Context: an optimization exercise on an open-source flow, tuned for small area. The choices shown serve that exercise and are no tape-out recipe. Function was checked by simulation only, so behaviour that the tests miss may differ from the original. No driver is modelled on the clock port, so clocking that relies on it looks cheaper here than on a real chip. Power is estimated from default activity; no workload was simulated.

==> branch indigo <==
// alu_datamem_top
module alu_datamem_top(input clk,	 
        input logic reset,
        input logic RegWrite,
        input logic [15:0] alu_input2_instr_src,
        input logic ALUSrc1, ALUSrc2,
        input logic [3:0] ALUOp,
        input logic MemToReg,
        input logic [2:0] regfile_ReadAddress1,	 
        input logic [2:0] regfile_ReadAddress2,	 
        input logic [2:0] regfile_WriteAddress,	 
        input logic [15:0] DataMemOut,
		output logic ovf_ctrl,
		output logic take_branch,
        output logic [15:0] alu_output,          
        output logic [15:0] regfile_WriteData,
        output logic [15:0] regfile_ReadData1,
        output logic [15:0] regfile_ReadData2,   
        output logic [15:0] alu_input1,
        output logic [15:0] alu_input2
    );
==> module alu_datamem_top, before the edit <==
module alu_datamem_top(input clk,	 
        input logic reset,
        input logic RegWrite,
        input logic [15:0] alu_input2_instr_src,
        input logic ALUSrc1, ALUSrc2,
        input logic [3:0] ALUOp,
        input logic MemToReg,
        input logic [2:0] regfile_ReadAddress1,	 
        input logic [2:0] regfile_ReadAddress2,	 
        input logic [2:0] regfile_WriteAddress,	 
        input logic [15:0] DataMemOut,
		output logic ovf_ctrl,
		output logic take_branch,
        output logic [15:0] alu_output,          
        output logic [15:0] regfile_WriteData,
        output logic [15:0] regfile_ReadData1,
        output logic [15:0] regfile_ReadData2,   
        output logic [15:0] alu_input1,
        output logic [15:0] alu_input2
    );
    (* mem2reg *) reg [15:0] mem [0:7];
    logic [7:0] we;
    logic [15:0] wdz;
    logic [127:0] q;
    wdec wdecode(.a(regfile_WriteAddress), .en(RegWrite), .rst(reset), .s(we));
    always @(posedge clk)
        for (int i = 0; i < 8; i = i + 1)
            if (we[i])
                mem[i] <= wdz;
    always_comb
        for (int i = 0; i < 8; i = i + 1)
            q[16 * i +: 16] = mem[i];
    rport rp1(.q(q), .addr(regfile_ReadAddress1), .data(regfile_ReadData1));
    rport rp2(.q(q), .addr(regfile_ReadAddress2), .data(regfile_ReadData2));
    genvar i;
    for (i = 0; i < 16; i = i + 1) begin : gin1
        g_nor2b u(.a(ALUSrc1), .bn(regfile_ReadData1[i]), .y(alu_input1[i]));
    end
    TwoToOneMux mux2(.a(regfile_ReadData2),.b(alu_input2_instr_src),.sel_mux(ALUSrc2),.out(alu_input2));
    alu sixteenbit_alu(
        .s(ALUOp),
        .a(alu_input1),
        .b(alu_input2),
        .f(alu_output),
        .ovf(ovf_ctrl),
        .take_branch(take_branch)
        );
    for (i = 0; i < 16; i = i + 1) begin : gwb
        wb_bit w(.f(alu_output[i]), .dmem(DataMemOut[i]), .sel(MemToReg), .rst(reset),
                 .wd(regfile_WriteData[i]), .wdz(wdz[i]));
    end
endmodule
export LEC_CHECK = 0
export CAP_MARGIN = 5
export CORE_MARGIN = 2
export CORE_UTILIZATION = 60
export GPL_TIMING_DRIVEN = 0
export SETUP_SLACK_MARGIN = 0.1
export SLEW_MARGIN = 5
export SYNTH_HIERARCHICAL = 1
export SYNTH_MINIMUM_KEEP_SIZE = 0
create_clock -name core_clock -period 10.0 [get_ports {clk}]
standard.sh (not shown) runs the stock make flow with config.mk's settings and CLKGATE_MAP_FILE= SYNTH_SCRIPT=/design/flow/synth_recipe.tcl, a recipe that flattens the netlist after the stock synthesis.
==> flow/flow/run.sh <==
#!/bin/bash
# Standard ORFS flow, with these changes to how the layout is made:
#  - before floorplan, combinational cells are set to their smallest drive strength
#    (downsize.tcl); the flow's repair steps size up what timing and loads need;
#  - port buffers are the smallest buffer cell;
#  - clock tree synthesis without dummy balancing loads, and clock buffers whose
#    flip-flop clock pins see a high slew are sized up (clkfix.tcl).
set -uo pipefail
F=$PWD/flow
bash standard.sh PRE_FLOORPLAN_TCL=$F/downsize.tcl POST_CTS_TCL=$F/clkfix.tcl \
  "BUFFER_PORTS_ARGS=-buffer_cell sky130_fd_sc_hd__buf_1" \
  "CTS_ARGS=-sink_clustering_enable -repair_clock_nets -buf_list sky130_fd_sc_hd__clkbuf_4 -dont_use_dummy_load" \
  finish > make_finish.log 2>&1
==> flow/flow/clkfix.tcl <==
estimate_parasitics -placement
set nfix 0
foreach inst [get_cells *] {
  set ref [get_property $inst ref_name]
  if { ![regexp {clkbuf_(\d+)$} $ref -> drv] } { continue }
  set opin [get_pins -of_objects $inst -filter "direction == output"]
  set worst 0
  foreach p [get_pins -of_objects [get_nets -of_objects $opin] -filter "direction == input"] {
    set s [get_property $p slew_max]
    if { $s > $worst } { set worst $s }
  }
  if { $worst > 0.11 } {
    set next [expr { $drv < 8 ? 8 : 16 }]
    if { $next != $drv } {
      replace_cell $inst sky130_fd_sc_hd__clkbuf_$next
      incr nfix
    }
  }
}
puts "clkfix: resized $nfix clock buffers"
if { $nfix > 0 } {
  detailed_placement
  check_placement -verbose
}
Other scripts of this flow, unchanged in this note and not shown: flow/flow/downsize.tcl
==> inputs of branch maple, as changes to branch indigo <==
--- a/flow/design.v
+++ b/flow/design.v
@@ -370,8 +370,5 @@
     rport rp1(.q(q), .addr(regfile_ReadAddress1), .data(regfile_ReadData1));
     rport rp2(.q(q), .addr(regfile_ReadAddress2), .data(regfile_ReadData2));
-    genvar i;
-    for (i = 0; i < 16; i = i + 1) begin : gin1
-        g_nor2b u(.a(ALUSrc1), .bn(regfile_ReadData1[i]), .y(alu_input1[i]));
-    end
+    assign alu_input1 = regfile_ReadData1 & {16{~ALUSrc1}};
     TwoToOneMux mux2(.a(regfile_ReadData2),.b(alu_input2_instr_src),.sel_mux(ALUSrc2),.out(alu_input2));
     alu sixteenbit_alu(
@@ -383,4 +380,5 @@
         .take_branch(take_branch)
         );
+    genvar i;
     for (i = 0; i < 16; i = i + 1) begin : gwb
         wb_bit w(.f(alu_output[i]), .dmem(DataMemOut[i]), .sel(MemToReg), .rst(reset),
--- a/flow/flow/clkfix.tcl
+++ b/flow/flow/clkfix.tcl
@@ -10,5 +10,5 @@
     if { $s > $worst } { set worst $s }
   }
-  if { $worst > 0.11 } {
+  if { $worst > 0.10 } {
     set next [expr { $drv < 8 ? 8 : 16 }]
     if { $next != $drv } {
CORE_UTILIZATION = 50   (was 60)
==> metrics list <==
- Dividing the detail-routed wire length by the instance count gives 28.8 µm.
- Setup clock skew after layout: 39.9 ps
* Worst slack, placed: 985 ps
* Outcome: no timing/DRC/antenna violations
- Vias in the first global route: 6594
- After layout, the worst setup slack is 813 ps.
- The worst-case IR drop observed on VDD is 110 µV.
The numbers above come from branch indigo.

==> metrics list <==
* Setup clock skew after layout: 29.6 ps
* Biggest registers after layout: mem: 128 flops
* X dimension of the die: 127 µm
* Mean routed wirelength per cell: 29.7 µm
- Timing analysis after detailed placement gives a worst setup slack of 655 ps.
- Dividing total power by cell area gives a power density of 160 nW/µm².
* Outcome: no timing/DRC/antenna violations
* IR Drop Worst-Case VDD: 112 µV
The numbers above come from branch maple.

-- port drivers added, routing unchanged --
No port has a modelled driver above. Below, the same layouts with a new extraction and two added sets of constraints. Step 1 assumes that a clkbuf_16 drives the clock port and a buf_2 every other input. Step 2, shift: input delay + t, output delay - t, t = (earliest + latest rising clock arrival at the registers) / 2. This alone moves slack from input paths to output paths. a / b / c = ideal / step 1 / step 2; a / b = the first two.
| run | t, ns | slack for setup (ns) | hold WS [ns] | worst register clock-pin slew, ns | pins driven straight from the clock port |
|---|---|---|---|---|---|
| branch indigo | 0.424 | 0.813 / 0.787 / 0.787 | 1.750 / 1.750 / 1.750 | 0.11 / 0.11 | 1 |
| branch maple | 0.449 | 0.467 / 0.446 / 0.446 | 1.718 / 1.718 / 1.718 | 0.10 / 0.10 | 1 |
After both steps every run listed still meets setup and hold. For branch indigo, which loses most, drivers alone change the setup slack by -0.026 ns; drivers and shift together by -0.026 ns.
